This is an optimization exercise on Yosys and OpenROAD, whose aim is small area, a short achievable clock period and few clock cycles per item, not a production implementation.
In this exercise RTL edits were held to simulation tests only and were not proved equivalent to the original.

===== design.v =====
module sin_coeff_lut (
    input  logic [14:0] x,
    output logic [15:0] m3
);
assign m3 = 16'(x >= 15'h657c) + 16'(x >= 15'h6df4) + 16'(x >= 15'h745c)
          + 16'(x >= 15'h799a) + 16'(x >= 15'h7e1c);
endmodule
module sin_datapath (
    input  logic [14:0] ma,
    input  logic [7:0]  b_one,
    input  logic [7:0]  b_two,
    input  logic [6:0]  b_neg,
    input  logic [15:0] acc,
    output logic [15:0] p,
    input  logic [14:0] a,
    output logic [12:0] t1
);
wire pp1 = ((b_one[0] & ma[0])) ^ b_neg[0];
wire pp2 = ((b_one[0] & ma[1]) | (b_two[0] & ma[0])) ^ b_neg[0];
wire pp3 = ((b_one[0] & ma[2]) | (b_two[0] & ma[1])) ^ b_neg[0];
wire pp4 = ((b_one[0] & ma[3]) | (b_two[0] & ma[2])) ^ b_neg[0];
wire pp5 = ((b_one[0] & ma[4]) | (b_two[0] & ma[3])) ^ b_neg[0];
wire pp6 = ((b_one[0] & ma[5]) | (b_two[0] & ma[4])) ^ b_neg[0];
wire pp7 = ((b_one[0] & ma[6]) | (b_two[0] & ma[5])) ^ b_neg[0];
wire pp8 = ((b_one[0] & ma[7]) | (b_two[0] & ma[6])) ^ b_neg[0];
wire pp9 = ((b_one[0] & ma[8]) | (b_two[0] & ma[7])) ^ b_neg[0];
wire pp10 = ((b_one[0] & ma[9]) | (b_two[0] & ma[8])) ^ b_neg[0];
wire pp11 = ((b_one[0] & ma[10]) | (b_two[0] & ma[9])) ^ b_neg[0];
wire pp12 = ((b_one[0] & ma[11]) | (b_two[0] & ma[10])) ^ b_neg[0];
wire pp13 = ((b_one[0] & ma[12]) | (b_two[0] & ma[11])) ^ b_neg[0];
wire pp14 = ((b_one[0] & ma[13]) | (b_two[0] & ma[12])) ^ b_neg[0];
wire pp15 = ((b_one[0] & ma[14]) | (b_two[0] & ma[13])) ^ b_neg[0];
wire pp16 = ((b_two[0] & ma[14])) ^ b_neg[0];
wire pp17 = ((b_one[1] & ma[0])) ^ b_neg[1];
wire pp18 = ((b_one[1] & ma[1]) | (b_two[1] & ma[0])) ^ b_neg[1];
wire pp19 = ((b_one[1] & ma[2]) | (b_two[1] & ma[1])) ^ b_neg[1];
wire pp20 = ((b_one[1] & ma[3]) | (b_two[1] & ma[2])) ^ b_neg[1];
wire pp21 = ((b_one[1] & ma[4]) | (b_two[1] & ma[3])) ^ b_neg[1];
wire pp22 = ((b_one[1] & ma[5]) | (b_two[1] & ma[4])) ^ b_neg[1];
wire pp23 = ((b_one[1] & ma[6]) | (b_two[1] & ma[5])) ^ b_neg[1];
wire pp24 = ((b_one[1] & ma[7]) | (b_two[1] & ma[6])) ^ b_neg[1];
wire pp25 = ((b_one[1] & ma[8]) | (b_two[1] & ma[7])) ^ b_neg[1];
wire pp26 = ((b_one[1] & ma[9]) | (b_two[1] & ma[8])) ^ b_neg[1];
wire pp27 = ((b_one[1] & ma[10]) | (b_two[1] & ma[9])) ^ b_neg[1];
wire pp28 = ((b_one[1] & ma[11]) | (b_two[1] & ma[10])) ^ b_neg[1];
wire pp29 = ((b_one[1] & ma[12]) | (b_two[1] & ma[11])) ^ b_neg[1];
wire pp30 = ((b_one[1] & ma[13]) | (b_two[1] & ma[12])) ^ b_neg[1];
wire pp31 = ((b_one[1] & ma[14]) | (b_two[1] & ma[13])) ^ b_neg[1];
wire pp32 = ((b_two[1] & ma[14])) ^ b_neg[1];
wire pp33 = ((b_one[2] & ma[0])) ^ b_neg[2];
wire pp34 = ((b_one[2] & ma[1]) | (b_two[2] & ma[0])) ^ b_neg[2];
wire pp35 = ((b_one[2] & ma[2]) | (b_two[2] & ma[1])) ^ b_neg[2];
wire pp36 = ((b_one[2] & ma[3]) | (b_two[2] & ma[2])) ^ b_neg[2];
wire pp37 = ((b_one[2] & ma[4]) | (b_two[2] & ma[3])) ^ b_neg[2];
wire pp38 = ((b_one[2] & ma[5]) | (b_two[2] & ma[4])) ^ b_neg[2];
wire pp39 = ((b_one[2] & ma[6]) | (b_two[2] & ma[5])) ^ b_neg[2];
wire pp40 = ((b_one[2] & ma[7]) | (b_two[2] & ma[6])) ^ b_neg[2];
wire pp41 = ((b_one[2] & ma[8]) | (b_two[2] & ma[7])) ^ b_neg[2];
wire pp42 = ((b_one[2] & ma[9]) | (b_two[2] & ma[8])) ^ b_neg[2];
wire pp43 = ((b_one[2] & ma[10]) | (b_two[2] & ma[9])) ^ b_neg[2];
wire pp44 = ((b_one[2] & ma[11]) | (b_two[2] & ma[10])) ^ b_neg[2];
wire pp45 = ((b_one[2] & ma[12]) | (b_two[2] & ma[11])) ^ b_neg[2];
wire pp46 = ((b_one[2] & ma[13]) | (b_two[2] & ma[12])) ^ b_neg[2];
wire pp47 = ((b_one[2] & ma[14]) | (b_two[2] & ma[13])) ^ b_neg[2];
wire pp48 = ((b_two[2] & ma[14])) ^ b_neg[2];
wire pp49 = ((b_one[3] & ma[0])) ^ b_neg[3];
wire pp50 = ((b_one[3] & ma[1]) | (b_two[3] & ma[0])) ^ b_neg[3];
wire pp51 = ((b_one[3] & ma[2]) | (b_two[3] & ma[1])) ^ b_neg[3];
wire pp52 = ((b_one[3] & ma[3]) | (b_two[3] & ma[2])) ^ b_neg[3];
wire pp53 = ((b_one[3] & ma[4]) | (b_two[3] & ma[3])) ^ b_neg[3];
wire pp54 = ((b_one[3] & ma[5]) | (b_two[3] & ma[4])) ^ b_neg[3];
wire pp55 = ((b_one[3] & ma[6]) | (b_two[3] & ma[5])) ^ b_neg[3];
wire pp56 = ((b_one[3] & ma[7]) | (b_two[3] & ma[6])) ^ b_neg[3];
wire pp57 = ((b_one[3] & ma[8]) | (b_two[3] & ma[7])) ^ b_neg[3];
wire pp58 = ((b_one[3] & ma[9]) | (b_two[3] & ma[8])) ^ b_neg[3];
wire pp59 = ((b_one[3] & ma[10]) | (b_two[3] & ma[9])) ^ b_neg[3];
wire pp60 = ((b_one[3] & ma[11]) | (b_two[3] & ma[10])) ^ b_neg[3];
wire pp61 = ((b_one[3] & ma[12]) | (b_two[3] & ma[11])) ^ b_neg[3];
wire pp62 = ((b_one[3] & ma[13]) | (b_two[3] & ma[12])) ^ b_neg[3];
wire pp63 = ((b_one[3] & ma[14]) | (b_two[3] & ma[13])) ^ b_neg[3];
wire pp64 = ((b_two[3] & ma[14])) ^ b_neg[3];
wire pp65 = ((b_one[4] & ma[0])) ^ b_neg[4];
wire pp66 = ((b_one[4] & ma[1]) | (b_two[4] & ma[0])) ^ b_neg[4];
wire pp67 = ((b_one[4] & ma[2]) | (b_two[4] & ma[1])) ^ b_neg[4];
wire pp68 = ((b_one[4] & ma[3]) | (b_two[4] & ma[2])) ^ b_neg[4];
wire pp69 = ((b_one[4] & ma[4]) | (b_two[4] & ma[3])) ^ b_neg[4];
wire pp70 = ((b_one[4] & ma[5]) | (b_two[4] & ma[4])) ^ b_neg[4];
wire pp71 = ((b_one[4] & ma[6]) | (b_two[4] & ma[5])) ^ b_neg[4];
wire pp72 = ((b_one[4] & ma[7]) | (b_two[4] & ma[6])) ^ b_neg[4];
wire pp73 = ((b_one[4] & ma[8]) | (b_two[4] & ma[7])) ^ b_neg[4];
wire pp74 = ((b_one[4] & ma[9]) | (b_two[4] & ma[8])) ^ b_neg[4];
wire pp75 = ((b_one[4] & ma[10]) | (b_two[4] & ma[9])) ^ b_neg[4];
wire pp76 = ((b_one[4] & ma[11]) | (b_two[4] & ma[10])) ^ b_neg[4];
wire pp77 = ((b_one[4] & ma[12]) | (b_two[4] & ma[11])) ^ b_neg[4];
wire pp78 = ((b_one[4] & ma[13]) | (b_two[4] & ma[12])) ^ b_neg[4];
wire pp79 = ((b_one[4] & ma[14]) | (b_two[4] & ma[13])) ^ b_neg[4];
wire pp80 = ((b_two[4] & ma[14])) ^ b_neg[4];
wire pp81 = ((b_one[5] & ma[0])) ^ b_neg[5];
wire pp82 = ((b_one[5] & ma[1]) | (b_two[5] & ma[0])) ^ b_neg[5];
wire pp83 = ((b_one[5] & ma[2]) | (b_two[5] & ma[1])) ^ b_neg[5];
wire pp84 = ((b_one[5] & ma[3]) | (b_two[5] & ma[2])) ^ b_neg[5];
wire pp85 = ((b_one[5] & ma[4]) | (b_two[5] & ma[3])) ^ b_neg[5];
wire pp86 = ((b_one[5] & ma[5]) | (b_two[5] & ma[4])) ^ b_neg[5];
wire pp87 = ((b_one[5] & ma[6]) | (b_two[5] & ma[5])) ^ b_neg[5];
wire pp88 = ((b_one[5] & ma[7]) | (b_two[5] & ma[6])) ^ b_neg[5];
wire pp89 = ((b_one[5] & ma[8]) | (b_two[5] & ma[7])) ^ b_neg[5];
wire pp90 = ((b_one[5] & ma[9]) | (b_two[5] & ma[8])) ^ b_neg[5];
wire pp91 = ((b_one[5] & ma[10]) | (b_two[5] & ma[9])) ^ b_neg[5];
wire pp92 = ((b_one[5] & ma[11]) | (b_two[5] & ma[10])) ^ b_neg[5];
wire pp93 = ((b_one[5] & ma[12]) | (b_two[5] & ma[11])) ^ b_neg[5];
wire pp94 = ((b_one[5] & ma[13]) | (b_two[5] & ma[12])) ^ b_neg[5];
wire pp95 = ((b_one[5] & ma[14]) | (b_two[5] & ma[13])) ^ b_neg[5];
wire pp96 = ((b_two[5] & ma[14])) ^ b_neg[5];
wire pp97 = ((b_one[6] & ma[0])) ^ b_neg[6];
wire pp98 = ((b_one[6] & ma[1]) | (b_two[6] & ma[0])) ^ b_neg[6];
wire pp99 = ((b_one[6] & ma[2]) | (b_two[6] & ma[1])) ^ b_neg[6];
wire pp100 = ((b_one[6] & ma[3]) | (b_two[6] & ma[2])) ^ b_neg[6];
wire pp101 = ((b_one[6] & ma[4]) | (b_two[6] & ma[3])) ^ b_neg[6];
wire pp102 = ((b_one[6] & ma[5]) | (b_two[6] & ma[4])) ^ b_neg[6];
wire pp103 = ((b_one[6] & ma[6]) | (b_two[6] & ma[5])) ^ b_neg[6];
wire pp104 = ((b_one[6] & ma[7]) | (b_two[6] & ma[6])) ^ b_neg[6];
wire pp105 = ((b_one[6] & ma[8]) | (b_two[6] & ma[7])) ^ b_neg[6];
wire pp106 = ((b_one[6] & ma[9]) | (b_two[6] & ma[8])) ^ b_neg[6];
wire pp107 = ((b_one[6] & ma[10]) | (b_two[6] & ma[9])) ^ b_neg[6];
wire pp108 = ((b_one[6] & ma[11]) | (b_two[6] & ma[10])) ^ b_neg[6];
wire pp109 = ((b_one[6] & ma[12]) | (b_two[6] & ma[11])) ^ b_neg[6];
wire pp110 = ((b_one[6] & ma[13]) | (b_two[6] & ma[12])) ^ b_neg[6];
wire pp111 = ((b_one[6] & ma[14]) | (b_two[6] & ma[13])) ^ b_neg[6];
wire pp112 = ((b_two[6] & ma[14])) ^ b_neg[6];
wire pp113 = (b_one[7] & ma[0]);
wire pp114 = (b_one[7] & ma[1]) | (b_two[7] & ma[0]);
wire pp115 = (b_one[7] & ma[2]) | (b_two[7] & ma[1]);
wire pp116 = (b_one[7] & ma[3]) | (b_two[7] & ma[2]);
wire pp117 = (b_one[7] & ma[4]) | (b_two[7] & ma[3]);
wire pp118 = (b_one[7] & ma[5]) | (b_two[7] & ma[4]);
wire pp119 = (b_one[7] & ma[6]) | (b_two[7] & ma[5]);
wire pp120 = (b_one[7] & ma[7]) | (b_two[7] & ma[6]);
wire pp121 = (b_one[7] & ma[8]) | (b_two[7] & ma[7]);
wire pp122 = (b_one[7] & ma[9]) | (b_two[7] & ma[8]);
wire pp123 = (b_one[7] & ma[10]) | (b_two[7] & ma[9]);
wire pp124 = (b_one[7] & ma[11]) | (b_two[7] & ma[10]);
wire pp125 = (b_one[7] & ma[12]) | (b_two[7] & ma[11]);
wire pp126 = (b_one[7] & ma[13]) | (b_two[7] & ma[12]);
wire pp127 = (b_one[7] & ma[14]) | (b_two[7] & ma[13]);
wire pp128 = (b_two[7] & ma[14]);
wire s129, c129;
sin_ha u129 (.a(pp11), .b(pp25), .s(s129), .co(c129));
wire s130, c130;
sin_ha u130 (.a(pp12), .b(pp26), .s(s130), .co(c130));
wire s131, c131;
sin_fa u131 (.a(pp13), .b(pp27), .c(pp41), .s(s131), .co(c131));
wire s132, c132;
sin_ha u132 (.a(pp55), .b(pp69), .s(s132), .co(c132));
wire s133, c133;
sin_fa u133 (.a(pp14), .b(pp28), .c(pp42), .s(s133), .co(c133));
wire s134, c134;
sin_ha u134 (.a(pp56), .b(pp70), .s(s134), .co(c134));
wire s135, c135;
sin_fa u135 (.a(pp15), .b(pp29), .c(pp43), .s(s135), .co(c135));
wire s136, c136;
sin_fa u136 (.a(pp57), .b(pp71), .c(pp85), .s(s136), .co(c136));
wire s137, c137;
sin_fa u137 (.a(pp16), .b(pp30), .c(pp44), .s(s137), .co(c137));
wire s138, c138;
sin_fa u138 (.a(pp58), .b(pp72), .c(pp86), .s(s138), .co(c138));
wire s139, c139;
sin_ha u139 (.a(pp100), .b(pp114), .s(s139), .co(c139));
wire s140, c140;
sin_fa u140 (.a(b_neg[0]), .b(pp31), .c(pp45), .s(s140), .co(c140));
wire s141, c141;
sin_fa u141 (.a(pp59), .b(pp73), .c(pp87), .s(s141), .co(c141));
wire s142, c142;
sin_fa u142 (.a(pp101), .b(pp115), .c(acc[1]), .s(s142), .co(c142));
wire s143, c143;
sin_fa u143 (.a(b_neg[0]), .b(pp32), .c(pp46), .s(s143), .co(c143));
wire s144, c144;
sin_fa u144 (.a(pp60), .b(pp74), .c(pp88), .s(s144), .co(c144));
wire s145, c145;
sin_fa u145 (.a(pp102), .b(pp116), .c(acc[2]), .s(s145), .co(c145));
wire s146, c146;
sin_fa u146 (.a(~b_neg[0]), .b(~b_neg[1]), .c(pp47), .s(s146), .co(c146));
wire s147, c147;
sin_fa u147 (.a(pp61), .b(pp75), .c(pp89), .s(s147), .co(c147));
wire s148, c148;
sin_fa u148 (.a(pp103), .b(pp117), .c(acc[3]), .s(s148), .co(c148));
wire s149, c149;
sin_fa u149 (.a(pp48), .b(pp62), .c(pp76), .s(s149), .co(c149));
wire s150, c150;
sin_fa u150 (.a(pp90), .b(pp104), .c(pp118), .s(s150), .co(c150));
wire s151 = ~acc[4];
wire s152, c152;
sin_fa u152 (.a(~b_neg[2]), .b(pp63), .c(pp77), .s(s152), .co(c152));
wire s153, c153;
sin_fa u153 (.a(pp91), .b(pp105), .c(pp119), .s(s153), .co(c153));
wire s154, c154;
sin_fa u154 (.a(pp64), .b(pp78), .c(pp92), .s(s154), .co(c154));
wire s155, c155;
sin_ha u155 (.a(pp106), .b(pp120), .s(s155), .co(c155));
wire s156, c156;
sin_fa u156 (.a(~b_neg[3]), .b(pp79), .c(pp93), .s(s156), .co(c156));
wire s157, c157;
sin_ha u157 (.a(pp80), .b(pp94), .s(s157), .co(c157));
wire s158, c158;
sin_ha u158 (.a(pp7), .b(pp21), .s(s158), .co(c158));
wire s159, c159;
sin_ha u159 (.a(pp8), .b(pp22), .s(s159), .co(c159));
wire s160, c160;
sin_fa u160 (.a(pp9), .b(pp23), .c(pp37), .s(s160), .co(c160));
wire s161, c161;
sin_ha u161 (.a(pp51), .b(pp65), .s(s161), .co(c161));
wire s162, c162;
sin_fa u162 (.a(pp10), .b(pp24), .c(pp38), .s(s162), .co(c162));
wire s163, c163;
sin_ha u163 (.a(pp52), .b(pp66), .s(s163), .co(c163));
wire s164, c164;
sin_fa u164 (.a(s129), .b(pp39), .c(pp53), .s(s164), .co(c164));
wire s165, c165;
sin_fa u165 (.a(pp67), .b(pp81), .c(b_neg[5]), .s(s165), .co(c165));
wire s166, c166;
sin_fa u166 (.a(s130), .b(pp40), .c(pp54), .s(s166), .co(c166));
wire s167, c167;
sin_fa u167 (.a(pp68), .b(pp82), .c(c129), .s(s167), .co(c167));
wire s168, c168;
sin_fa u168 (.a(s131), .b(s132), .c(pp83), .s(s168), .co(c168));
wire s169, c169;
sin_fa u169 (.a(pp97), .b(b_neg[6]), .c(c130), .s(s169), .co(c169));
wire s170, c170;
sin_fa u170 (.a(s133), .b(s134), .c(pp84), .s(s170), .co(c170));
wire s171, c171;
sin_fa u171 (.a(pp98), .b(c131), .c(c132), .s(s171), .co(c171));
wire s172, c172;
sin_fa u172 (.a(s135), .b(s136), .c(pp99), .s(s172), .co(c172));
wire s173, c173;
sin_fa u173 (.a(pp113), .b(c133), .c(c134), .s(s173), .co(c173));
wire s174, c174;
sin_fa u174 (.a(s137), .b(s138), .c(s139), .s(s174), .co(c174));
wire s175, c175;
sin_fa u175 (.a(acc[0]), .b(c135), .c(c136), .s(s175), .co(c175));
wire s176, c176;
sin_fa u176 (.a(s140), .b(s141), .c(s142), .s(s176), .co(c176));
wire s177, c177;
sin_fa u177 (.a(c137), .b(c138), .c(c139), .s(s177), .co(c177));
wire s178, c178;
sin_fa u178 (.a(s143), .b(s144), .c(s145), .s(s178), .co(c178));
wire s179, c179;
sin_fa u179 (.a(c140), .b(c141), .c(c142), .s(s179), .co(c179));
wire s180, c180;
sin_fa u180 (.a(s146), .b(s147), .c(s148), .s(s180), .co(c180));
wire s181, c181;
sin_fa u181 (.a(c143), .b(c144), .c(c145), .s(s181), .co(c181));
wire s182, c182;
sin_fa u182 (.a(s149), .b(s150), .c(s151), .s(s182), .co(c182));
wire s183, c183;
sin_fa u183 (.a(c146), .b(c147), .c(c148), .s(s183), .co(c183));
wire s184, c184;
sin_fa u184 (.a(s152), .b(s153), .c(acc[5]), .s(s184), .co(c184));
wire s185, c185;
sin_fa u185 (.a(c149), .b(c150), .c(acc[4]), .s(s185), .co(c185));
wire s186, c186;
sin_fa u186 (.a(s154), .b(s155), .c(acc[6]), .s(s186), .co(c186));
wire s187 = ~(c152 ^ c153);
wire c188 = c152 | c153;
wire s189, c189;
sin_fa u189 (.a(s156), .b(pp107), .c(pp121), .s(s189), .co(c189));
wire s190, c190;
sin_fa u190 (.a(acc[7]), .b(c154), .c(c155), .s(s190), .co(c190));
wire s191, c191;
sin_fa u191 (.a(s157), .b(pp108), .c(pp122), .s(s191), .co(c191));
wire s192 = ~(acc[8] ^ c156);
wire c193 = acc[8] | c156;
wire s194, c194;
sin_fa u194 (.a(~b_neg[4]), .b(pp95), .c(pp109), .s(s194), .co(c194));
wire s195, c195;
sin_fa u195 (.a(pp123), .b(acc[9]), .c(c157), .s(s195), .co(c195));
wire s196, c196;
sin_fa u196 (.a(pp96), .b(pp110), .c(pp124), .s(s196), .co(c196));
wire s197 = ~acc[10];
wire s198, c198;
sin_fa u198 (.a(~b_neg[5]), .b(pp111), .c(pp125), .s(s198), .co(c198));
wire s199, c199;
sin_ha u199 (.a(pp112), .b(pp126), .s(s199), .co(c199));
wire s200, c200;
sin_ha u200 (.a(pp5), .b(pp19), .s(s200), .co(c200));
wire s201, c201;
sin_ha u201 (.a(pp6), .b(pp20), .s(s201), .co(c201));
wire s202, c202;
sin_fa u202 (.a(s158), .b(pp35), .c(pp49), .s(s202), .co(c202));
wire s203, c203;
sin_fa u203 (.a(s159), .b(pp36), .c(pp50), .s(s203), .co(c203));
wire s204, c204;
sin_fa u204 (.a(s160), .b(s161), .c(b_neg[4]), .s(s204), .co(c204));
wire s205, c205;
sin_fa u205 (.a(s162), .b(s163), .c(c160), .s(s205), .co(c205));
wire s206, c206;
sin_fa u206 (.a(s164), .b(s165), .c(c162), .s(s206), .co(c206));
wire s207, c207;
sin_fa u207 (.a(s166), .b(s167), .c(c164), .s(s207), .co(c207));
wire s208, c208;
sin_fa u208 (.a(s168), .b(s169), .c(c166), .s(s208), .co(c208));
wire s209, c209;
sin_fa u209 (.a(s170), .b(s171), .c(c168), .s(s209), .co(c209));
wire s210, c210;
sin_fa u210 (.a(s172), .b(s173), .c(c170), .s(s210), .co(c210));
wire s211, c211;
sin_fa u211 (.a(s174), .b(s175), .c(c172), .s(s211), .co(c211));
wire s212, c212;
sin_fa u212 (.a(s176), .b(s177), .c(c174), .s(s212), .co(c212));
wire s213, c213;
sin_fa u213 (.a(s178), .b(s179), .c(c176), .s(s213), .co(c213));
wire s214, c214;
sin_fa u214 (.a(s180), .b(s181), .c(c178), .s(s214), .co(c214));
wire s215, c215;
sin_fa u215 (.a(s182), .b(s183), .c(c180), .s(s215), .co(c215));
wire s216, c216;
sin_fa u216 (.a(s184), .b(s185), .c(c182), .s(s216), .co(c216));
wire s217, c217;
sin_fa u217 (.a(s186), .b(s187), .c(c184), .s(s217), .co(c217));
wire s218, c218;
sin_fa u218 (.a(s189), .b(s190), .c(c186), .s(s218), .co(c218));
wire s219, c219;
sin_fa u219 (.a(s191), .b(s192), .c(c189), .s(s219), .co(c219));
wire s220, c220;
sin_fa u220 (.a(s194), .b(s195), .c(c191), .s(s220), .co(c220));
wire s221, c221;
sin_fa u221 (.a(s196), .b(s197), .c(c194), .s(s221), .co(c221));
wire s222, c222;
sin_fa u222 (.a(s198), .b(acc[11]), .c(c196), .s(s222), .co(c222));
wire s223 = ~(s199 ^ acc[12]);
wire c224 = s199 | acc[12];
wire s225, c225;
sin_fa u225 (.a(~b_neg[6]), .b(pp127), .c(acc[13]), .s(s225), .co(c225));
wire s226, c226;
sin_ha u226 (.a(pp128), .b(acc[14]), .s(s226), .co(c226));
wire s227, c227;
sin_ha u227 (.a(pp3), .b(pp17), .s(s227), .co(c227));
wire s228, c228;
sin_ha u228 (.a(pp4), .b(pp18), .s(s228), .co(c228));
wire s229, c229;
sin_fa u229 (.a(s200), .b(pp33), .c(b_neg[2]), .s(s229), .co(c229));
wire s230, c230;
sin_fa u230 (.a(s201), .b(pp34), .c(c200), .s(s230), .co(c230));
wire s231, c231;
sin_fa u231 (.a(s202), .b(b_neg[3]), .c(c201), .s(s231), .co(c231));
wire s232, c232;
sin_fa u232 (.a(s203), .b(c158), .c(c202), .s(s232), .co(c232));
wire s233, c233;
sin_fa u233 (.a(s204), .b(c159), .c(c203), .s(s233), .co(c233));
wire s234, c234;
sin_fa u234 (.a(s205), .b(c161), .c(c204), .s(s234), .co(c234));
wire s235, c235;
sin_fa u235 (.a(s206), .b(c163), .c(c205), .s(s235), .co(c235));
wire s236, c236;
sin_fa u236 (.a(s207), .b(c165), .c(c206), .s(s236), .co(c236));
wire s237, c237;
sin_fa u237 (.a(s208), .b(c167), .c(c207), .s(s237), .co(c237));
wire s238, c238;
sin_fa u238 (.a(s209), .b(c169), .c(c208), .s(s238), .co(c238));
wire s239, c239;
sin_fa u239 (.a(s210), .b(c171), .c(c209), .s(s239), .co(c239));
wire s240, c240;
sin_fa u240 (.a(s211), .b(c173), .c(c210), .s(s240), .co(c240));
wire s241, c241;
sin_fa u241 (.a(s212), .b(c175), .c(c211), .s(s241), .co(c241));
wire s242, c242;
sin_fa u242 (.a(s213), .b(c177), .c(c212), .s(s242), .co(c242));
wire s243, c243;
sin_fa u243 (.a(s214), .b(c179), .c(c213), .s(s243), .co(c243));
wire s244, c244;
sin_fa u244 (.a(s215), .b(c181), .c(c214), .s(s244), .co(c244));
wire s245, c245;
sin_fa u245 (.a(s216), .b(c183), .c(c215), .s(s245), .co(c245));
wire s246, c246;
sin_fa u246 (.a(s217), .b(c185), .c(c216), .s(s246), .co(c246));
wire s247, c247;
sin_fa u247 (.a(s218), .b(c188), .c(c217), .s(s247), .co(c247));
wire s248, c248;
sin_fa u248 (.a(s219), .b(c190), .c(c218), .s(s248), .co(c248));
wire s249, c249;
sin_fa u249 (.a(s220), .b(c193), .c(c219), .s(s249), .co(c249));
wire s250, c250;
sin_fa u250 (.a(s221), .b(c195), .c(c220), .s(s250), .co(c250));
wire s251, c251;
sin_fa u251 (.a(s222), .b(acc[10]), .c(c221), .s(s251), .co(c251));
wire s252, c252;
sin_fa u252 (.a(s223), .b(c198), .c(c222), .s(s252), .co(c252));
wire s253, c253;
sin_fa u253 (.a(s225), .b(c199), .c(c224), .s(s253), .co(c253));
wire s254 = ~(s226 ^ c225);
wire c255 = s226 | c225;
wire s256 = ~(acc[15] ^ c226);
wire c257 = acc[15] | c226;
wire [30:0] pa = {s256, s254, s253, s252, s251, s250, s249, s248, s247, s246, s245, s244, s243, s242, s241, s240, s239, s238, s237, s236, s235, s234, s233, s232, s231, s230, s229, s228, s227, pp2, pp1};
wire [30:0] pb = {c255, c253, c252, c251, c250, c249, c248, c247, c246, c245, c244, c243, c242, c241, c240, c239, c238, c237, c236, c235, c234, c233, c232, c231, c230, c229, c228, c227, b_neg[1], 1'b0, b_neg[0]};
wire [30:0] ps;
assign ps[14:0] = 15'd0;
sin_add31 add (.a(pa), .b(pb), .s(ps[30:15]));
assign p = ps[30:15];
wire s100001, c100001;
sin_ha u100001 (.a(a[12]), .b(a[10]), .s(s100001), .co(c100001));
wire s100002, c100002;
sin_fa u100002 (.a(a[13]), .b(a[11]), .c(a[9]), .s(s100002), .co(c100002));
wire s100003, c100003;
sin_fa u100003 (.a(a[14]), .b(a[12]), .c(a[10]), .s(s100003), .co(c100003));
wire s100004, c100004;
sin_ha u100004 (.a(a[13]), .b(a[11]), .s(s100004), .co(c100004));
wire s100005, c100005;
sin_ha u100005 (.a(a[14]), .b(a[12]), .s(s100005), .co(c100005));
wire s100006, c100006;
sin_ha u100006 (.a(a[8]), .b(a[6]), .s(s100006), .co(c100006));
wire s100007, c100007;
sin_fa u100007 (.a(a[9]), .b(a[7]), .c(a[5]), .s(s100007), .co(c100007));
wire s100008, c100008;
sin_fa u100008 (.a(a[10]), .b(a[8]), .c(a[6]), .s(s100008), .co(c100008));
wire s100009, c100009;
sin_ha u100009 (.a(a[4]), .b(a[2]), .s(s100009), .co(c100009));
wire s100010, c100010;
sin_fa u100010 (.a(a[11]), .b(a[9]), .c(a[7]), .s(s100010), .co(c100010));
wire s100011, c100011;
sin_fa u100011 (.a(a[5]), .b(a[3]), .c(a[1]), .s(s100011), .co(c100011));
wire s100012, c100012;
sin_fa u100012 (.a(s100001), .b(a[8]), .c(a[6]), .s(s100012), .co(c100012));
wire s100013, c100013;
sin_fa u100013 (.a(a[4]), .b(a[2]), .c(a[0]), .s(s100013), .co(c100013));
wire s100014, c100014;
sin_fa u100014 (.a(s100002), .b(a[7]), .c(a[5]), .s(s100014), .co(c100014));
wire s100015, c100015;
sin_fa u100015 (.a(a[3]), .b(a[1]), .c(c100001), .s(s100015), .co(c100015));
wire s100016, c100016;
sin_fa u100016 (.a(s100003), .b(a[8]), .c(a[6]), .s(s100016), .co(c100016));
wire s100017, c100017;
sin_fa u100017 (.a(a[4]), .b(a[2]), .c(c100002), .s(s100017), .co(c100017));
wire s100018, c100018;
sin_fa u100018 (.a(s100004), .b(a[9]), .c(a[7]), .s(s100018), .co(c100018));
wire s100019, c100019;
sin_fa u100019 (.a(a[5]), .b(a[3]), .c(c100003), .s(s100019), .co(c100019));
wire s100020, c100020;
sin_fa u100020 (.a(s100005), .b(a[10]), .c(a[8]), .s(s100020), .co(c100020));
wire s100021, c100021;
sin_fa u100021 (.a(a[6]), .b(a[4]), .c(c100004), .s(s100021), .co(c100021));
wire s100022, c100022;
sin_fa u100022 (.a(a[13]), .b(a[11]), .c(a[9]), .s(s100022), .co(c100022));
wire s100023, c100023;
sin_fa u100023 (.a(a[7]), .b(a[5]), .c(c100005), .s(s100023), .co(c100023));
wire s100024, c100024;
sin_fa u100024 (.a(a[14]), .b(a[12]), .c(a[10]), .s(s100024), .co(c100024));
wire s100025, c100025;
sin_ha u100025 (.a(a[8]), .b(a[6]), .s(s100025), .co(c100025));
wire s100026, c100026;
sin_fa u100026 (.a(a[13]), .b(a[11]), .c(a[9]), .s(s100026), .co(c100026));
wire s100027, c100027;
sin_ha u100027 (.a(a[14]), .b(a[12]), .s(s100027), .co(c100027));
wire s100028, c100028;
sin_ha u100028 (.a(a[6]), .b(a[4]), .s(s100028), .co(c100028));
wire s100029, c100029;
sin_fa u100029 (.a(a[7]), .b(a[5]), .c(a[3]), .s(s100029), .co(c100029));
wire s100030, c100030;
sin_fa u100030 (.a(s100006), .b(a[4]), .c(a[2]), .s(s100030), .co(c100030));
wire s100031, c100031;
sin_fa u100031 (.a(s100007), .b(a[3]), .c(a[1]), .s(s100031), .co(c100031));
wire s100032, c100032;
sin_fa u100032 (.a(s100008), .b(s100009), .c(a[0]), .s(s100032), .co(c100032));
wire s100033, c100033;
sin_fa u100033 (.a(s100010), .b(s100011), .c(c100008), .s(s100033), .co(c100033));
wire s100034, c100034;
sin_fa u100034 (.a(s100012), .b(s100013), .c(c100010), .s(s100034), .co(c100034));
wire s100035, c100035;
sin_fa u100035 (.a(s100014), .b(s100015), .c(c100012), .s(s100035), .co(c100035));
wire s100036, c100036;
sin_fa u100036 (.a(s100016), .b(s100017), .c(c100014), .s(s100036), .co(c100036));
wire s100037, c100037;
sin_fa u100037 (.a(s100018), .b(s100019), .c(c100016), .s(s100037), .co(c100037));
wire s100038, c100038;
sin_fa u100038 (.a(s100020), .b(s100021), .c(c100018), .s(s100038), .co(c100038));
wire s100039, c100039;
sin_fa u100039 (.a(s100022), .b(s100023), .c(c100020), .s(s100039), .co(c100039));
wire s100040, c100040;
sin_fa u100040 (.a(s100024), .b(s100025), .c(c100022), .s(s100040), .co(c100040));
wire s100041, c100041;
sin_fa u100041 (.a(s100026), .b(a[7]), .c(c100024), .s(s100041), .co(c100041));
wire s100042, c100042;
sin_fa u100042 (.a(s100027), .b(a[10]), .c(a[8]), .s(s100042), .co(c100042));
wire s100043, c100043;
sin_fa u100043 (.a(a[13]), .b(a[11]), .c(a[9]), .s(s100043), .co(c100043));
wire s100044, c100044;
sin_ha u100044 (.a(a[14]), .b(a[12]), .s(s100044), .co(c100044));
wire s100045, c100045;
sin_ha u100045 (.a(a[4]), .b(a[2]), .s(s100045), .co(c100045));
wire s100046, c100046;
sin_fa u100046 (.a(a[5]), .b(a[3]), .c(a[1]), .s(s100046), .co(c100046));
wire s100047, c100047;
sin_fa u100047 (.a(s100028), .b(a[2]), .c(a[0]), .s(s100047), .co(c100047));
wire s100048, c100048;
sin_fa u100048 (.a(s100029), .b(a[1]), .c(c100028), .s(s100048), .co(c100048));
wire s100049, c100049;
sin_fa u100049 (.a(s100030), .b(a[0]), .c(c100029), .s(s100049), .co(c100049));
wire s100050, c100050;
sin_fa u100050 (.a(s100031), .b(c100006), .c(c100030), .s(s100050), .co(c100050));
wire s100051, c100051;
sin_fa u100051 (.a(s100032), .b(c100007), .c(c100031), .s(s100051), .co(c100051));
wire s100052, c100052;
sin_fa u100052 (.a(s100033), .b(c100009), .c(c100032), .s(s100052), .co(c100052));
wire s100053, c100053;
sin_fa u100053 (.a(s100034), .b(c100011), .c(c100033), .s(s100053), .co(c100053));
wire s100054, c100054;
sin_fa u100054 (.a(s100035), .b(c100013), .c(c100034), .s(s100054), .co(c100054));
wire s100055, c100055;
sin_fa u100055 (.a(s100036), .b(c100015), .c(c100035), .s(s100055), .co(c100055));
wire s100056, c100056;
sin_fa u100056 (.a(s100037), .b(c100017), .c(c100036), .s(s100056), .co(c100056));
wire s100057, c100057;
sin_fa u100057 (.a(s100038), .b(c100019), .c(c100037), .s(s100057), .co(c100057));
wire s100058, c100058;
sin_fa u100058 (.a(s100039), .b(c100021), .c(c100038), .s(s100058), .co(c100058));
wire s100059, c100059;
sin_fa u100059 (.a(s100040), .b(c100023), .c(c100039), .s(s100059), .co(c100059));
wire s100060, c100060;
sin_fa u100060 (.a(s100041), .b(c100025), .c(c100040), .s(s100060), .co(c100060));
wire s100061, c100061;
sin_fa u100061 (.a(s100042), .b(c100026), .c(c100041), .s(s100061), .co(c100061));
wire s100062, c100062;
sin_fa u100062 (.a(s100043), .b(c100027), .c(c100042), .s(s100062), .co(c100062));
wire s100063, c100063;
sin_fa u100063 (.a(s100044), .b(a[10]), .c(c100043), .s(s100063), .co(c100063));
wire s100064, c100064;
sin_fa u100064 (.a(a[13]), .b(a[11]), .c(c100044), .s(s100064), .co(c100064));
wire s100065, c100065;
sin_ha u100065 (.a(a[14]), .b(a[12]), .s(s100065), .co(c100065));
wire [27:0] t1w_a = {1'b0, a[14], a[13], s100065, s100064, s100063, s100062, s100061, s100060, s100059, s100058, s100057, s100056, s100055, s100054, s100053, s100052, s100051, s100050, s100049, s100048, s100047, s100046, s100045, a[3], a[2], a[1], a[0]};
wire [27:0] t1w_b = {1'b0, 1'b0, c100065, c100064, c100063, c100062, c100061, c100060, c100059, c100058, c100057, c100056, c100055, c100054, c100053, c100052, c100051, c100050, c100049, c100048, c100047, c100046, c100045, a[0], a[1], a[0], 1'b0, 1'b0};
wire [27:0] t1w_s = t1w_a + t1w_b;
wire [12:0] t1w = t1w_s[27:15];
assign t1 = t1w;
endmodule
module sin_fa (
    input  logic a,
    input  logic b,
    input  logic c,
    output logic s,
    output logic co
);
assign s  = a ^ b ^ c;
assign co = (a & b) | (a & c) | (b & c);
endmodule
module sin_ha (
    input  logic a,
    input  logic b,
    output logic s,
    output logic co
);
assign s  = a ^ b;
assign co = a & b;
endmodule
module sin_add31 (
    input  logic [30:0] a,
    input  logic [30:0] b,
    output logic [15:0] s
);
logic [30:0] sum;
assign sum = a + b;
assign s = sum[30:15];
endmodule
module sin (
    input  logic        clk,
    input  logic        rst_n,
    input  logic [15:0] x,
    input  logic        start,
    output logic [15:0] result,
    output logic        done
);
logic [4:1]  st;
logic [14:0] ra, bnext;
logic [7:0]  b_one, b_two, n_one, n_two;
logic [6:0]  b_neg, n_neg;
logic [12:0] t1;
logic [15:0] acc, p, m3;
logic [2:0]  m3r;
always_ff @(posedge clk or negedge rst_n) begin
    if (!rst_n) begin
        st <= 4'b0000;
    end else begin
        st <= {st[3:1], done & start};
    end
end
assign done = ~|st;
sin_coeff_lut lut (.x(x[14:0]), .m3(m3));
assign acc = st[4] ? result : 16'h0000;
sin_datapath datapath (.ma(ra), .b_one(b_one), .b_two(b_two), .b_neg(b_neg), .acc(acc), .p(p),
                       .a(ra), .t1(t1));
always_comb begin
    if (st[1])      bnext = {2'b00, t1};
    else if (st[2]) bnext = 15'h0666;
    else if (done)  bnext = x[14:0];
    else            bnext = result[14:0];
end
sin_booth_enc enc (.b(bnext), .one(n_one), .two(n_two), .neg(n_neg));
always_ff @(posedge clk) begin
    ra    <= done ? x[14:0] : p[14:0];
    b_one <= n_one;
    b_two <= n_two;
    b_neg <= n_neg;
    m3r   <= m3[2:0];
end
always_ff @(posedge clk) begin
    if (st[1] | st[4]) result <= p;
    if (st[3])         result <= {1'b0, x[14:0]} - {1'b0, ra} - {13'b0, m3r};
end
endmodule
module sin_booth_enc (
    input  logic [14:0] b,
    output logic [7:0]  one,
    output logic [7:0]  two,
    output logic [6:0]  neg
);
logic [16:0] e;
assign e = {1'b0, b, 1'b0};
always_comb begin
    for (int i = 0; i < 8; i++) begin
        one[i] = e[2*i+1] ^ e[2*i];
        two[i] = (e[2*i+2] & ~e[2*i+1] & ~e[2*i]) | (~e[2*i+2] & e[2*i+1] & e[2*i]);
    end
    for (int i = 0; i < 7; i++) neg[i] = e[2*i+2];
end
endmodule

===== constraint.sdc =====
create_clock -name core_clock -period 9.5 [get_ports {clk}]
set_input_delay 1.9000 -clock core_clock [delete_from_list [all_inputs] [get_ports {clk}]]
set_output_delay 1.9000 -clock core_clock [all_outputs]
set_load 0.01 [all_outputs]

===== run.sh =====
#!/bin/bash
# synth_recipe.tcl (not shown) runs the flow's synth.tcl, then flattens the netlist and writes it again
# the make line also repeats each setting of config.mk as NAME=value (left out here)
make -C /OpenROAD-flow-scripts/flow DESIGN_CONFIG=/design/flow/config.mk WORK_HOME=/design/flow/orfs CLKGATE_MAP_FILE= SYNTH_SCRIPT=/design/flow/synth_recipe.tcl finish

===== config.mk =====
export PLATFORM = sky130hd
export DESIGN_NAME = sin
export DESIGN_NICKNAME = sin
export VERILOG_FILES = /design/flow/design.v
export SDC_FILE = /design/flow/constraint.sdc
export NUM_CORES = 4
export LEC_CHECK = 0
export CAP_MARGIN = 20
export CORE_MARGIN = 2
export CORE_UTILIZATION = 40
export SETUP_SLACK_MARGIN = 3.5
export SLEW_MARGIN = 20
export SYNTH_HIERARCHICAL = 1
export SYNTH_MINIMUM_KEEP_SIZE = 0

==> summary.txt, run 1 <==
Clocking
  • CTS H-Tree Depth: 3
  • Clock Sink Count: 61
  • Number of post-CTS setup repair buffers: 0
  • Worst-Skew Late Latency: 0.33 ns
  • Max Root-Sink Buffers: 2
  • Root buf cell: clkbuf_16
  • CTS tree: built
  • Num CTS Buffers: 9
  • Hold Buf Count CTS: 0
  • Clk slew on worst S/H paths: 0.05 ns

Worst setup path
  • CP max FO: 18
  • Critical path required time: 9.58 ns
  • Arrival @ worst endpoint: 5.78 ns
  • CP endpoint kind: flop
  • CP Class: flop to flop
  • Crit path launch type: flop
  • R2R Setup Slk: 3.81 ns

Global route
  • Total congestion overflow: 0
  • Total GRT Usage: 0.221
  • Antenna violations before repair: 0
  • Number of global-route vias before repair: 9,551
  • Global-route wire length before repair: 52,900 um
  • Largest net degree at the start of global routing: 25

STA
  • Min Hold Slack: 0.379 ns
  • Final worst-path cycle share: 0.599
  • Max-slew violations: 0
  • Relative slew slack: 0.301
  • Worst Skew: 0.0127 ns
  • TNS Setup: 0 ns
  • Endpoints failing setup: 0
  • Fin. Hold Viols: 0
  • Slew of the pin with the lowest slew margin: 1.05 ns
  • Worst setup margin: 3.81 ns
  • Max Clk Rate: 176 MHz
  • Final min period: 5.69 ns
  • RSZ-0062 raised after global routing: false

Floorplanning
  • # rows: 62
  • DIE HEIGHT: 176 um
  • Die X: 176 um
  • Num ports: 36
  • Initial Utilization: 0.409
  • Core Area: 0.0289 mm2
  • Die ar.: 0.0309 mm2

Yosys
  • Yosys warning count: 8
  • Mapped Area: 0.0118 mm2
  • Syn_nets: 1,524
  • Synth Instances: 1,231
  • Post-synthesis average cell area: 9.58 um2

Routing
  • Overall routed net length: 32,900 um
  • Post-route DRC: 0
  • Post-route ant nets: 0
  • TritonRoute pass-1 iters: 7
  • Total number of vias: 9,245
  • WL/cell: 20.5 um
  • Vias per cell: 5.77
  • Initial DRC count: 736

Placed design
  • Dpl ws: 3.60 ns
  • Final Wtd Congestion: 0.860
  • Placed Cells: 1,585
  • HPWL after DPL: 25,200 um
  • PortBufs: 34

Job
  • Max cap viols: 0

Layout
  • Layout fillers: 2,860
  • Ant diodes: 0
  • Reg area: 0.00141 mm2
  • Nets@finish: 1,505
  • Area of the multi-input gates: 0.00967 mm2
  • Layout Cells excl Fill: 1,601
  • Layout area overhead: 7.49%
  • Layout cells sized above 1: 0.0756

Outcome
  • Status: complete, no violations

Worst hold path
  • Class of the worst hold path: flop to flop
-- cell type report --
cell class,instances,area share
Multi-Input combinational cell,996,0.763
Sequential cell,61,0.111
Clock buffer,12,0.0195
Inverter,88,0.0261
Timing Repair Buffer,56,0.0399
Clock inverter,4,0.00197
Tap cell,384,0.0379
-- placed cells by master (no fill, tap or decap), drive strengths merged, types with 5 or more instances in the layout --
master         count
a211oi            11
a21o              21
a21oi             77
a22o              14
a22oi            100
and2              22
buf               22
clkbuf            12
clkdlybuf4s50     34
dfxtp             41
edfxtp            16
fa               159
ha               115
inv               88
mux2              24
mux2i             11
nand2             66
nand2b            11
nand3             21
nand3b             5
nand4             20
nor2              42
nor2b              8
nor3               8
o21a               6
o21ai             45
o21bai             6
o31ai              5
xnor2            137
xor2              24
-- timing repair --
item / in CTS / in global routing
setup endpoints to repair: 0 / 26
gates resized for setup: 0 / 7
endpoints found under the hold margin: 0 / 0
-- sequential cells by signal, indices dropped and copies added (netlist names) --
name / cells
b_neg: 7
b_one: 8
b_two: 8
m3r: 3
ra: 15
result: 16
st: 4
-- worst paths after layout --
path	from	end	cells past startpoint
setup / recovery	b_neg[1]	result[14]	13
hold / removal	st[2]	st[3]	0
setup reg to reg	b_neg[1]	result[14]	13
hold reg to reg	st[2]	st[3]	0
max in group asynchronous	rst_n	st[4]	1
min in group asynchronous	rst_n	st[3]	1
-- stage by stage --
stage / area [um2] / utilization
3_3_place_gp: 12400 / 0.429
5_1_grt: 12700 / 0.439
4_1_cts: 12700 / 0.439
2_1_floorplan: 11800 / -
3_5_place_dp: 12400 / 0.429
6_report: 12700 / 0.439
-- metal layers --
metal | global-route usage | wire length [um]
met3 | 0.0314 | 2080
met2 | 0.369 | 15600
met1 | 0.293 | 13900
met4 | 0.0768 | 1260
met5 | 0 | 0
-- critical path, stage by stage, from the launching register on --
cell and delay, ns:
dfxtp_1 1.01, xnor2_1 0.22, fa_1 0.54, fa_1 0.52, fa_1 0.52, fa_1 0.48
ha_1 0.37, a21oi_2 0.20, o21ai_1 0.11, or4_1 0.59, nand4_1 0.21, nand3_1 0.14
xor2_1 0.22, a211o_1 0.32
Testbench counts, summed over its fixed seeds: cycles 1,920, items 384.
==> inputs of run 2 (changes only) <==
--- a/config.mk
+++ b/config.mk
@@ -10,3 +10,3 @@
 export CORE_UTILIZATION = 40
-export SETUP_SLACK_MARGIN = 3.5
+export SETUP_SLACK_MARGIN = 4.0
 export SLEW_MARGIN = 20
==> run 2 against run 1 <==
Worst hold slack better by 0.0012 ns. Routed wire length grew 0.66%. First-iteration DRC count down 8.0%. Critical endpoint unchanged.
==> summary.txt, run 2 <==
Outcome
  • Status: complete, no violations

Clocking
  • Num CTS Buffers: 9 (unchanged)
  • CTS H-Tree Depth: 3 (unchanged)
  • Max Root-Sink Buffers: 2 (unchanged)
  • Clk slew on worst S/H paths: 0.06 ns (about the same)
  • Clock Sink Count: 61 (unchanged)
  • Root buf cell: clkbuf_16
  • CTS tree: built
  • Worst-Skew Late Latency: 0.33 ns (about the same)
  • Hold Buf Count CTS: 0 (unchanged)

Global route
  • Antenna violations before repair: 0 (unchanged)
  • Total GRT Usage: 0.221 (+0.000769)
  • Largest net degree at the start of global routing: 25 (unchanged)
  • Global-route wire length before repair: 53,100 um (+0.29%)
  • Total congestion overflow: 0 (unchanged)
  • Number of global-route vias before repair: 9,560 (+0.094%)

Worst setup path
  • CP max stage delay: 0.54 ns (-0.47 ns)
  • R2r worst-path depth: 15 (+2)
  • Top cell by count, worst path: fa_1
  • Critical path required time: 9.58 ns (about the same)
  • Arrival @ worst endpoint: 5.40 ns (-0.38 ns)
  • Crit path cell chain: buf_12 -> a22oi_1 -> xnor2_1 -> fa_1 -> fa_1 -> fa_1 -> fa_1 -> ha_1 -> a21oi_2 -> o21ai_1 -> or4_4 -> nand4_1 -> nand3_1 -> xor2_1 -> a211o_1
  • Worst flop-to-flop path startpoint: ra[10]
  • Crit path buf inv count: 1 (+1)
  • CP endpoint kind: flop
  • CP Class: flop to flop
  • R2R Setup Slk: 4.18 ns (+0.38 ns)
  • Crit path launch type: flop
  • RR Endpoint: result[14]
  • CP max-delay cell: or4_4
  • CP delay by family, top: adder cells
  • CP max FO: 19 (+1)

STA
  • RSZ-0062 raised after global routing: false
  • Endpoints failing setup: 0 (unchanged)
  • Max-slew violations: 0 (unchanged)
  • Relative slew slack: 0.390 (+0.0891)
  • Worst Skew: 0.0109 ns (-0.00176 ns)
  • Fin. Hold Viols: 0 (unchanged)
  • Final worst-path cycle share: 0.560 (-0.0396)
  • Worst setup margin: 4.18 ns (+0.376 ns)
  • Final min period: 5.32 ns (-0.376 ns)
  • Max Clk Rate: 188 MHz (+7.1%)
  • TNS Setup: 0 ns (unchanged)
  • Slew of the pin with the lowest slew margin: 0.911 ns (-0.136 ns)

Placed design
  • PortBufs: 34 (unchanged)
  • Placed Cells: 1,585 (unchanged)
  • HPWL after DPL: 25,200 um (unchanged)
  • Final Wtd Congestion: 0.860 (unchanged)
  • Dpl ws: 3.60 ns (unchanged)

Layout
  • Commonest non-fill, non-tap cells in the layout: 159 x fa_1, 137 x xnor2_1, 113 x ha_1, 100 x a22oi_1, 88 x inv_1
  • Reg area: 0.00146 mm2 (+3.6%)
  • Layout Cells excl Fill: 1,607 (+0.37%)
  • Nets@finish: 1,511 (+0.40%)
  • Layout cells sized above 1: 0.108 (+0.0323)
  • Layout area overhead: 9.40%
  • Area of the multi-input gates: 0.00973 mm2 (+0.54%)
  • Most flops, register: result
  • Max reg flops: 16 (unchanged)
  • Most common cell after layout, fill and taps aside: fa_1
  • Ant diodes: 0 (unchanged)
  • Layout fillers: 2,854 (-0.21%)
  • Biggest registers after layout: result: 16 flops, ra: 15 flops

Routing
  • Post-route DRC: 0 (unchanged)
  • WL/cell: 20.6 um (+0.29%)
  • Total number of vias: 9,299 (+0.58%)
  • Vias per cell: 5.79 (+0.21%)
  • Initial DRC count: 677 (-8.0%)
  • Overall routed net length: 33,100 um (+0.66%)
  • TritonRoute pass-1 iters: 6 (-1)
  • Post-route ant nets: 0 (unchanged)

Yosys
  • Post-synthesis average cell area: 9.58 um2 (unchanged)
  • Syn_nets: 1,524 (unchanged)
  • Mapped Area: 0.0118 mm2 (unchanged)
  • Yosys warning count: 8 (unchanged)
  • Synth Instances: 1,231 (unchanged)

Worst hold path
  • Hold endpoint: st[3]
  • Worst hold path cell count: 0 (unchanged)
  • Class of the worst hold path: flop to flop
  • Worst Hold Launch: st[2]

Floorplanning
  • # rows: 62 (unchanged)
  • Die ar.: 0.0309 mm2 (unchanged)
  • Core Area: 0.0289 mm2 (unchanged)
  • Initial Utilization: 0.409 (unchanged)
  • DIE HEIGHT: 176 um (unchanged)
  • Num ports: 36 (unchanged)
  • Die X: 176 um (unchanged)

Job
  • Max cap viols: 0 (unchanged)
run 2: worst max-delay path by stage:
stage,startpoint,endpoint,slack [ns],depth (start not counted)
finish,ra[10],result[14],4.18,15
CTS,ra[12],result[14],4.01,15
global placement,ra[11],b_two[4],3.65,17
floorplan,ra[11],result[10],4.05,17
global route,ra[14],b_two[4],4.00,17
detailed placement,ra[11],b_two[4],3.60,17
run 2: metal layers:
metal	global-route usage	share of wire	vias up
met4	0.0761	0.038	0
met2	0.370	0.48	359
met5	0	0	-
met1	0.294	0.42	4615
met3	0.0312	0.066	68
li1	-	-	4257
run 2: layout make-up:
cell class	instances	share of cell area
Tap cell	384	0.0373
Timing Repair Buffer	62	0.0486
Clock inverter	4	0.00194
Clock buffer	12	0.0191
Inverter	88	0.0256
Sequential cell	61	0.113
Multi-Input combinational cell	996	0.754
run 2: stage by stage:
step	hold slack (ns)	instance area, um2	util
floorplan	0.347	11800	-
CTS	0.380	12700	0.441
global placement	0.357	12400	0.429
finish	0.380	12900	0.447
global route	0.392	12900	0.447
detailed placement	0.365	12400	0.429
run 2: worst register-to-register path: cells and delay by family, from the launching register on:
kind / cells / cell delay [ns]
simple gates: 3 / 0.88
flops: 1 / 0.40
compound gates: 4 / 0.77
fa+ha+maj: 5 / 2.37
buf+inv: 1 / 0.21
xor+xnor: 2 / 0.44
run 2: timing repair:
item	in CTS	in global routing
pin swaps	0	6
hold endpoints to repair	0	0
resized for setup	30	41
buffers inserted	0	6
setup endpoints to repair	39	37
==> inputs of run 3 (changes only) <==
--- a/config.mk
+++ b/config.mk
@@ -10,3 +10,3 @@
 export CORE_UTILIZATION = 40
-export SETUP_SLACK_MARGIN = 4.0
+export SETUP_SLACK_MARGIN = 4.5
 export SLEW_MARGIN = 20
==> run 3 against run 2 <==
Utilization rose by 4.7 points. Via count rose by 4.2%. Global-route usage rose by 1.9 points. Worst hold slack got worse by 0.0022 ns. Register-to-register slack improved by 0.31 ns. Critical path type unchanged. Sequential cell count did not move. Final cell count rose by 3.5%. Setup slack improved by 0.31 ns. Highest routed layer unchanged. Sequential share of layout area fell by 0.68 points. Die area did not move.
==> summary.txt, run 3 <==
Outcome
  • Status: complete, no violations

Worst setup path
  • Critical path required time: 9.59 ns (about the same)
  • CP Class: flop to flop
  • CP endpoint kind: flop
  • CP delay by family, top: adder cells
  • Crit path launch: ra[11]
  • RR Endpoint: result[9]
  • Arrival @ worst endpoint: 5.09 ns (-0.31 ns)
  • Crit path cell chain: buf_8 -> a22oi_2 -> xnor2_1 -> fa_1 -> fa_2 -> fa_1 -> fa_1 -> ha_4 -> a21oi_2 -> o21ai_2 -> nand4_1 -> a32oi_2 -> a41oi_2 -> buf_6 -> buf_4 -> xnor2_2 -> mux2_2
  • WP depth: 17 (+2)
  • Worst flop-to-flop path startpoint: ra[11]
  • R2r worst-path depth: 17 (+2)
  • Crit path capture: result[9]
  • Crit path buf inv count: 3 (+2)
  • CP max stage delay: 0.63 ns (+0.09 ns)
  • R2R Setup Slk: 4.50 ns (+0.31 ns)
  • Top cell by count, worst path: fa_1
  • CP max-delay cell: fa_2
  • Crit path launch type: flop
  • CP max FO: 6 (-13)

Global route
  • Met1 usage: 0.315 (+0.0212)
  • Most used routing layer: met2
  • Largest net degree at the start of global routing: 25 (unchanged)
  • GR Util met3: 0.0377 (+0.00649)
  • Antenna violations before repair: 0 (unchanged)
  • Total congestion overflow: 0 (unchanged)
  • Total GRT Usage: 0.241 (+0.0195)
  • Global-route wire length before repair: 57,200 um (+7.7%)
  • Met2 Track Usage GR: 0.396 (+0.0262)
  • Number of global-route vias before repair: 10.1k (+6.1%)

Worst hold path
  • Class of the worst hold path: flop to flop

Clocking
  • Clock Sink Count: 61 (unchanged)
  • CTS tree: built
  • Hold Buf Count CTS: 0 (unchanged)
  • Num CTS Buffers: 9 (unchanged)
  • Root buf cell: clkbuf_16
  • CTS H-Tree Depth: 3 (unchanged)
  • Max Root-Sink Buffers: 2 (unchanged)
  • Worst-Skew Late Latency: 0.33 ns (about the same)
  • Clk slew on worst S/H paths: 0.06 ns (about the same)

STA
  • Worst Skew: 0.00825 ns (-0.00269 ns)
  • Max-slew violations: 0 (unchanged)
  • Max Clk Rate: 200 MHz (+6.2%)
  • TNS Setup: 0 ns (unchanged)
  • Worst setup margin: 4.50 ns (+0.312 ns)
  • Fin. Hold Viols: 0 (unchanged)
  • Slew of the pin with the lowest slew margin: 0.780 ns (-0.131 ns)
  • Endpoints failing setup: 0 (unchanged)
  • Final worst-path cycle share: 0.527 (-0.0328)
  • Relative slew slack: 0.480 (+0.0899)
  • Final min period: 5.00 ns (-0.312 ns)
  • RSZ-0062 raised after global routing: true

Layout
  • Layout Cells excl Fill: 1,664 (+3.5%)
  • Nets@finish: 1,568 (+3.8%)
  • Commonest non-fill, non-tap cells in the layout: 150 x fa_1, 128 x xnor2_1, 96 x ha_1, 87 x inv_1, 84 x a22oi_1
  • Ant diodes: 0 (unchanged)
  • Most flops, register: result
  • Most common cell after layout, fill and taps aside: fa_1
  • Max reg flops: 16 (unchanged)
  • Biggest registers after layout: result: 16 flops, ra: 15 flops
  • Layout area overhead: 20.9%
  • Layout cells sized above 1: 0.220 (+0.112)

Routing
  • WL/cell: 22.0 um (+6.9%)
  • Post-route DRC: 0 (unchanged)
  • TritonRoute pass-1 iters: 8 (+2)
  • Total number of vias: 9,693 (+4.2%)
  • Initial DRC count: 810 (+20%)
  • Overall routed net length: 36,600 um (+11%)
  • Post-route ant nets: 0 (unchanged)
  • Vias per cell: 5.83 (+0.67%)

Floorplanning
  • # rows: 62 (unchanged)
  • Core Area: 0.0289 mm2 (unchanged)
  • Num ports: 36 (unchanged)
  • Initial Utilization: 0.409 (unchanged)
  • DIE HEIGHT: 176 um (unchanged)
  • Die ar.: 0.0309 mm2 (unchanged)
  • Die X: 176 um (unchanged)

Placed design
  • Final Wtd Congestion: 0.855 (-0.57%)
  • PortBufs: 34 (unchanged)
  • Placed Cells: 1,574 (-0.69%)
  • Dpl ws: 3.78 ns (+0.184 ns)
  • HPWL after DPL: 24,200 um (-4.1%)

Yosys
  • Post-synthesis average cell area: 9.58 um2 (unchanged)
  • Yosys warning count: 8 (unchanged)
  • Syn_nets: 1,524 (unchanged)
  • Mapped Area: 0.0118 mm2 (unchanged)
  • Synth Instances: 1,231 (unchanged)

Job
  • Max cap viols: 0 (unchanged)
-- run 3: area by class of cell --
cell class	instances	area, um2
Fill cell	2674	14600
Multi-Input combinational cell	996	10400
Sequential cell	61	1520
Timing Repair Buffer	119	1250
Tap cell	384	480
Inverter	88	330
Clock buffer	11	243
Clock inverter	5	35.0
-- run 3: how the worst min path moves through the flow --
stage	depth (start not counted)	slack, ns	to	from
after CTS	0	0.38	st[3]	st[2]
after global placement	0	0.36	st[3]	st[2]
after detailed placement	0	0.36	st[3]	st[2]
after floorplan	0	0.35	st[3]	st[2]
final	0	0.38	st[3]	st[2]
after global routing	0	0.39	st[3]	st[2]
-- run 3: timing repair --
item / in CTS / in global routing
setup endpoints to repair: 47 / 40
pin swaps: 30 / 70
gates resized for setup: 102 / 88
buffers inserted: 57 / 17
-- run 3: per-layer routing --
metal | vias up | routed length (um) | part of all wire
li1 | 4370 | - | -
met1 | 4824 | 15500 | 0.42
met2 | 386 | 17100 | 0.47
met3 | 113 | 2260 | 0.062
met4 | 0 | 1780 | 0.049
met5 | - | 0 | 0
-- run 3: metrics by stage --
stage / utilization / instance area (um2) / hold slack [ns]
after floorplan: - / 11900 / 0.347
after detailed placement: 0.427 / 12300 / 0.359
after global routing: 0.494 / 14200 / 0.393
after CTS: 0.472 / 13600 / 0.378
after global placement: 0.427 / 12300 / 0.362
final: 0.494 / 14200 / 0.378
==> inputs of run 4 (changes only) <==
--- a/config.mk
+++ b/config.mk
@@ -10,3 +10,3 @@
 export CORE_UTILIZATION = 40
-export SETUP_SLACK_MARGIN = 4.5
+export SETUP_SLACK_MARGIN = 5.0
 export SLEW_MARGIN = 20
==> run 4 against run 3 <==
Area after synthesis unchanged. Clock-buffer cell count down 1. Largest cell class unchanged. Register-to-register slack about the same. Cell area up 8.7%. Maximum frequency up 0.11%. Sequential cell count unchanged. Highest routed layer unchanged. Global-route usage up 1.1 points. Routed wire length up 5.3%.
==> summary.txt, run 4 <==
Clocking
  • CTS H-Tree Depth: 3 (unchanged)
  • Num CTS Buffers: 9 (unchanged)
  • Worst-Skew Late Latency: 0.33 ns (about the same)
  • Root buf cell: clkbuf_16
  • Clk slew on worst S/H paths: 0.06 ns (about the same)
  • CTS tree: built
  • Max Root-Sink Buffers: 2 (unchanged)
  • Hold Buf Count CTS: 0 (unchanged)
  • Clock Sink Count: 61 (unchanged)

Floorplanning
  • Core Area: 0.0289 mm2 (unchanged)
  • Die X: 176 um (unchanged)
  • DIE HEIGHT: 176 um (unchanged)
  • Initial Utilization: 0.409 (unchanged)
  • Die ar.: 0.0309 mm2 (unchanged)
  • # rows: 62 (unchanged)
  • Num ports: 36 (unchanged)

Worst setup path
  • CP max FO: 6 (unchanged)
  • Critical path required time: 9.59 ns (about the same)
  • CP Class: flop to flop
  • CP endpoint kind: flop
  • Arrival @ worst endpoint: 5.08 ns (about the same)
  • Crit path launch type: flop

STA
  • Final min period: 5.00 ns (-0.00537 ns)
  • Worst Skew: 0.00660 ns (-0.00165 ns)
  • TNS Setup: 0 ns (unchanged)
  • Endpoints failing setup: 0 (unchanged)
  • Max Clk Rate: 200 MHz (+0.11%)
  • Final worst-path cycle share: 0.526 (-0.000565)
  • Fin. Hold Viols: 0 (unchanged)
  • Max-slew violations: 0 (unchanged)
  • RSZ-0062 raised after global routing: true
  • Relative slew slack: 0.462 (-0.0179)
  • Slew of the pin with the lowest slew margin: 0.806 ns (+0.0268 ns)

Layout
  • Layout cells sized above 1: 0.313 (+0.0936)
  • Commonest non-fill, non-tap cells in the layout: 141 x fa_1, 118 x xnor2_1, 94 x ha_1, 93 x buf_4, 87 x inv_1
  • Nets@finish: 1,626 (+3.7%)
  • Most flops, register: result
  • Most common cell after layout, fill and taps aside: fa_1
  • Ant diodes: 0 (unchanged)
  • Layout fillers: 2,566 (-4.0%)
  • Max reg flops: 16 (unchanged)
  • Layout area overhead: 31.4%
  • Biggest registers after layout: result: 16 flops, ra: 15 flops

Routing
  • Overall routed net length: 38,500 um (+5.3%)
  • Initial DRC count: 841 (+3.8%)
  • Vias per cell: 5.83 (about the same)
  • TritonRoute pass-1 iters: 5 (-3)
  • WL/cell: 22.4 um (+1.8%)
  • Total number of vias: 10.0k (+3.5%)
  • Post-route ant nets: 0 (unchanged)
  • Post-route DRC: 0 (unchanged)

Global route
  • Number of global-route vias before repair: 10.4k (+2.3%)
  • Total congestion overflow: 0 (unchanged)
  • Global-route wire length before repair: 59,900 um (+4.8%)
  • Largest net degree at the start of global routing: 26 (+4.0%)
  • Total GRT Usage: 0.252 (+0.0114)
  • Antenna violations before repair: 0 (unchanged)

Yosys
  • Post-synthesis average cell area: 9.58 um2 (unchanged)
  • Mapped Area: 0.0118 mm2 (unchanged)
  • Synth Instances: 1,231 (unchanged)
  • Yosys warning count: 8 (unchanged)
  • Syn_nets: 1,524 (unchanged)

Worst hold path
  • Class of the worst hold path: flop to flop

Placed design
  • Final Wtd Congestion: 0.872 (+2.0%)
  • HPWL after DPL: 24,300 um (+0.26%)
  • PortBufs: 34 (unchanged)

Outcome
  • Status: complete, no violations

Job
  • Max cap viols: 0 (unchanged)
run 4: timing repair:
action / in CTS / in global routing
resized for setup: 176 / 100
endpoints found under the setup margin: 50 / 51
pin swaps: 85 / 99
setup buffers: 104 / 32
run 4: worst paths after layout:
check	endpoint	cells after the start	from	slack, ns
max	result[5]	16	ra[12]	4.50
min	st[3]	0	st[2]	0.38
max reg2reg	result[5]	16	ra[12]	4.50
min reg2reg	st[3]	0	st[2]	0.38
max in group asynchronous	st[4]	1	rst_n	7.44
min in group asynchronous	st[3]	1	rst_n	1.82
run 4: critical path, cell delays in order (launching register included):
cell,delay (ns)
dfxtp_4,0.39
buf_8,0.15
a22oi_2,0.21
xnor2_2,0.15
fa_2,0.50
fa_2,0.51
fa_2,0.58
fa_1,0.45
ha_4,0.33
nand4_1,0.22
nor2_4,0.23
o311ai_4,0.15
nand3_4,0.13
a21o_1,0.20
a21oi_2,0.09
xnor2_2,0.18
mux2_2,0.28
run 4: metrics by stage:
| step | instances | hold WS [ns] | utilization | setup slack, ns | cell area [um2] |
|---|---|---|---|---|---|
| after floorplan | 1231 | 0.347 | - | 4.76 | 12400 |
| after global placement | 1570 | 0.348 | 0.437 | 3.87 | 12600 |
| after detailed placement | 1570 | 0.374 | 0.437 | 3.86 | 12600 |
| after CTS | 1690 | 0.376 | 0.512 | 4.55 | 14800 |
| after global routing | 1722 | 0.386 | 0.537 | 4.42 | 15500 |
| final | 1722 | 0.376 | 0.537 | 4.50 | 15500 |
run 4: metal layers:
metal / track usage / share of wire
met3: 0.0429 / 0.070
met2: 0.409 / 0.47
met1: 0.336 / 0.41
met5: 0 / 0
met4: 0.101 / 0.043
run 4: layout make-up:
cell class | count | area [um2] | share of cell area
tap | 384 | 480 | 0.0310
multi-input combinational | 996 | 11000 | 0.712
sequential | 61 | 1520 | 0.0982
clock inverter | 6 | 62.6 | 0.00404
timing repair buffer | 177 | 1840 | 0.119
inverter | 88 | 334 | 0.0216
clock buffer | 10 | 229 | 0.0148

==> port drivers added, routing unchanged <==
No port has a modelled driver above. Below, the same layouts with a new extraction and two added sets of constraints.
Step 1 sets driving cells, clkbuf_16 on the clock port and buf_2 on the other inputs (assumed; they add their load-dependent delay and slew).
Step 2 also shifts input and output timing later by t, the mid clock arrival at the registers, as if the neighbouring blocks saw the same clock.
a / b / c = ideal ports / drivers / drivers and shift; a / b = the first two.
run | t, ns | slack for setup (ns) | hold WS [ns]
run 1 | 0.366 | 3.807 / 3.807 / 3.807 | 0.379 / 0.379 / 0.379
run 2 | 0.367 | 4.183 / 4.183 / 4.183 | 0.380 / 0.380 / 0.380
run 3 | 0.371 | 4.495 / 4.495 / 4.495 | 0.378 / 0.378 / 0.378
run 4 | 0.369 | 4.500 / 4.500 / 4.500 | 0.376 / 0.376 / 0.376
After both steps setup and hold are still met in every run listed.
